Source: an optimization exercise on an open RTL-to-GDS flow (aim: small area and few clock cycles per item). Production flows keep margins and buffers that such runs may drop. The RTL was checked by simulation tests, not by an equivalence proof against the original design.

==> inputs of v37 <==
// neural_network
module neural_network(clk,rst,in_valid,in_ready,in_pixel,in_weights,done,result,score);
input clk,rst,in_valid;
output in_ready;
input [7:0]in_pixel;
input [199:0]in_weights;
output done;
output [3:0]result;
output [24:0]score;
wire [9:0] cnt;
wire [2:0] pos;
wire l1_clr,l1_en,l2_act,l2_first,l2_bias,cmp_first,cmp_act;
signal_control ctl(clk,rst,in_valid,in_ready,cnt,pos,l1_clr,l1_en,l2_act,l2_first,l2_bias,
  cmp_first,cmp_act,done);
wire [7:0] pe=l1_clr?8'd1:(l1_en?in_pixel:8'd0);
wire [24:0] acc [0:19];
genvar g;
generate
for(g=0;g<20;g=g+1) begin : l1
mac neu(clk,l1_clr,pe,in_weights[10*g+9:10*g],acc[g]);
end
endgenerate
reg [15:0] psum;
wire [15:0] pbase=l1_clr?16'd0:psum;
wire [15:0] pex={8'd0,pe};
wire [16:0] pc;
assign pc[0]=1'b0;
generate
for(g=0;g<16;g=g+1) begin : pacc
assign pc[g+1]=(pbase[g]&pex[g])|(pc[g]&(pbase[g]^pex[g]));
end
endgenerate
always@(posedge clk)
psum<=pbase^pex^pc[15:0];
wire [9:0] jw=cnt-10'd785;
wire [24:0] asel=acc[jw[4:0]];
  ...
==> flow/config.mk <==
export PLATFORM = sky130hd
export DESIGN_NAME = neural_network
export DESIGN_NICKNAME = neural_network
export VERILOG_FILES = /design/flow/design.v
export SDC_FILE = /design/flow/constraint.sdc
export NUM_CORES = 4
export LEC_CHECK = 0
export ABC_AREA = 1
export CAP_MARGIN = 20
export CORE_MARGIN = 2
export CORE_UTILIZATION = 65
export CTS_BUF_LIST = sky130_fd_sc_hd__clkbuf_8 sky130_fd_sc_hd__clkbuf_16
export CTS_CLUSTER_DIAMETER = 70
export CTS_CLUSTER_SIZE = 30
export PLACE_DENSITY = 0.75
export SLEW_MARGIN = 20
==> flow/constraint.sdc <==
create_clock -name core_clock -period 25.0 [get_ports {clk}]
set_input_delay 5.0000 -clock core_clock [delete_from_list [all_inputs] [get_ports {clk}]]
set_output_delay 5.0000 -clock core_clock [all_outputs]
set_load 0.01 [all_outputs]
standard.sh (not shown) runs the stock make flow with config.mk's settings and CLKGATE_MAP_FILE= SYNTH_SCRIPT=/design/flow/synth_recipe.tcl, a recipe that flattens the netlist after the stock synthesis.
==> flow/flow/run.sh <==
#!/bin/bash
# Standard layout, with one extra step between synthesis and floorplan:
# flow/polopt.py removes the inverters Yosys leaves around full and half adders.
# A full adder is self-dual, so each one may work on complemented signals; a
# half adder may become an XOR/XNOR plus a NAND/NOR/AND/OR gate; gates may be
# swapped for their complement, or for a form with one inverted input. One
# inverter is added back for each signal that still needs both polarities.
# Registers and ports are untouched and the netlist stays equivalent.
# Port buffers use the smallest buffer cell. Every tool writes its full
# output to a log in this folder.
set -euo pipefail
R=orfs/results/${FLOW_PLATFORM}/neural_network/base
bash standard.sh synth > synth.log 2>&1
cp $R/1_2_yosys.v 1_2_yosys.standard.v
python3 flow/polopt.py 1_2_yosys.standard.v $R/1_2_yosys.v > polopt.log 2>&1
rm -f $R/1_synth.odb $R/1_synth.sdc
bash standard.sh finish "BUFFER_PORTS_ARGS=-buffer_cell sky130_fd_sc_hd__buf_1" > finish.log 2>&1
Other scripts of this flow, unchanged in this note and not shown: flow/flow/polopt.py
==> inputs of v22, as changes to v37 <==
--- a/flow/config.mk
+++ b/flow/config.mk
@@ -8,9 +8,9 @@
 export ABC_AREA = 1
 export CAP_MARGIN = 20
 export CORE_MARGIN = 2
-export CORE_UTILIZATION = 65
+export CORE_UTILIZATION = 70
 export CTS_BUF_LIST = sky130_fd_sc_hd__clkbuf_8 sky130_fd_sc_hd__clkbuf_16
 export CTS_CLUSTER_DIAMETER = 70
 export CTS_CLUSTER_SIZE = 30
-export PLACE_DENSITY = 0.75
+export PLACE_DENSITY = 0.8
 export SLEW_MARGIN = 20
==> inputs of v7, as changes to v37 <==
--- a/flow/config.mk
+++ b/flow/config.mk
@@ -10,7 +10,7 @@
 export CORE_MARGIN = 2
 export CORE_UTILIZATION = 65
 export CTS_BUF_LIST = sky130_fd_sc_hd__clkbuf_8 sky130_fd_sc_hd__clkbuf_16
-export CTS_CLUSTER_DIAMETER = 70
+export CTS_CLUSTER_DIAMETER = 60
 export CTS_CLUSTER_SIZE = 30
 export PLACE_DENSITY = 0.75
 export SLEW_MARGIN = 20
==> inputs of v34, as changes to v37 <==
--- a/flow/config.mk
+++ b/flow/config.mk
@@ -10,7 +10,7 @@
 export CORE_MARGIN = 2
 export CORE_UTILIZATION = 65
 export CTS_BUF_LIST = sky130_fd_sc_hd__clkbuf_8 sky130_fd_sc_hd__clkbuf_16
-export CTS_CLUSTER_DIAMETER = 70
+export CTS_CLUSTER_DIAMETER = 80
 export CTS_CLUSTER_SIZE = 30
 export PLACE_DENSITY = 0.75
 export SLEW_MARGIN = 20
==> results_dict.tcl <==
set metrics [dict create \
    grt.total_usage_pct 41.9 \
    met2_usage_pct 63.2 \
    outcome "timing/DRC/antenna clean" \
    slew_headroom_pct 28.0 \
    coreArea_um2 126000 \
    finish.utilization_pct 70.4 \
    clk_latency_ps 760 \
    via_per_inst 6.13 \
]
That was v7.
==> results_dict.tcl <==
set metrics [dict create \
    grt.total_usage_pct 41.8 \
    outcome "timing/DRC/antenna clean" \
    met2_usage_pct 62.8 \
    slew_headroom_pct 23.7 \
    finish.utilization_pct 69.8 \
    coreArea_um2 126000 \
]
That was v37.
==> results_dict.tcl <==
set metrics [dict create \
    finish.utilization_pct 69.4 \
    coreArea_um2 126000 \
    grt.total_usage_pct 41.7 \
    clk_latency_ps 740 \
    outcome "timing/DRC/antenna clean" \
    met2_usage_pct 62.4 \
]
That was v34.
==> results_dict.tcl <==
set metrics [dict create \
    outcome "timing/DRC/antenna clean" \
    met2_usage_pct 67.6 \
    clockPowerShare_pct 15.6 \
    slew_headroom_pct 19.3 \
    via_per_inst 6.26 \
    coreArea_um2 118000 \
    cp_common_cell "fa_1" \
    clk_latency_ps 690 \
    grt.total_usage_pct 45.0 \
]
That was v22.
Testbench counts of v37, summed over its fixed seeds: cycles 21,448, items 24.
Testbench counts of v22, summed over its fixed seeds: cycles 21,448, items 24.
Testbench counts of v7, summed over its fixed seeds: cycles 21,448, items 24.
Testbench counts of v34, summed over its fixed seeds: cycles 21,448, items 24.

-- afterwards: timing with drivers on the ports --
Ports are ideal in the flow. The routed layouts listed here were re-timed in OpenROAD.
Step 1 sets driving cells, clkbuf_16 on the clock port and buf_2 on the other inputs (assumed; they add their load-dependent delay and slew).
Step 2 adds t to the input delays and takes it off the output delays; t is the mean of the earliest and latest rising clock arrival at the registers after step 1. Input paths then give back, and output paths get back, about the clock's delay inside the block.
Three values: ideal ports, drivers, drivers and shift; two values: the first two.
run | shift t [ns] | setup WS [ns] | hold WS [ns] | clock arrival spread, ns
v37 | 0.799 | 4.443 / 4.443 / 4.443 | 0.312 / 0.312 / 0.312 | 0.059 / 0.059
v22 | 0.745 | 4.551 / 4.551 / 4.551 | 0.315 / 0.315 / 0.315 | 0.059 / 0.060
v7 | 0.811 | 4.365 / 4.365 / 4.365 | 0.309 / 0.309 / 0.309 | 0.059 / 0.060
v34 | 0.802 | 4.399 / 4.399 / 4.399 | 0.311 / 0.311 / 0.311 | 0.047 / 0.048
After both steps every run listed still meets setup and hold.
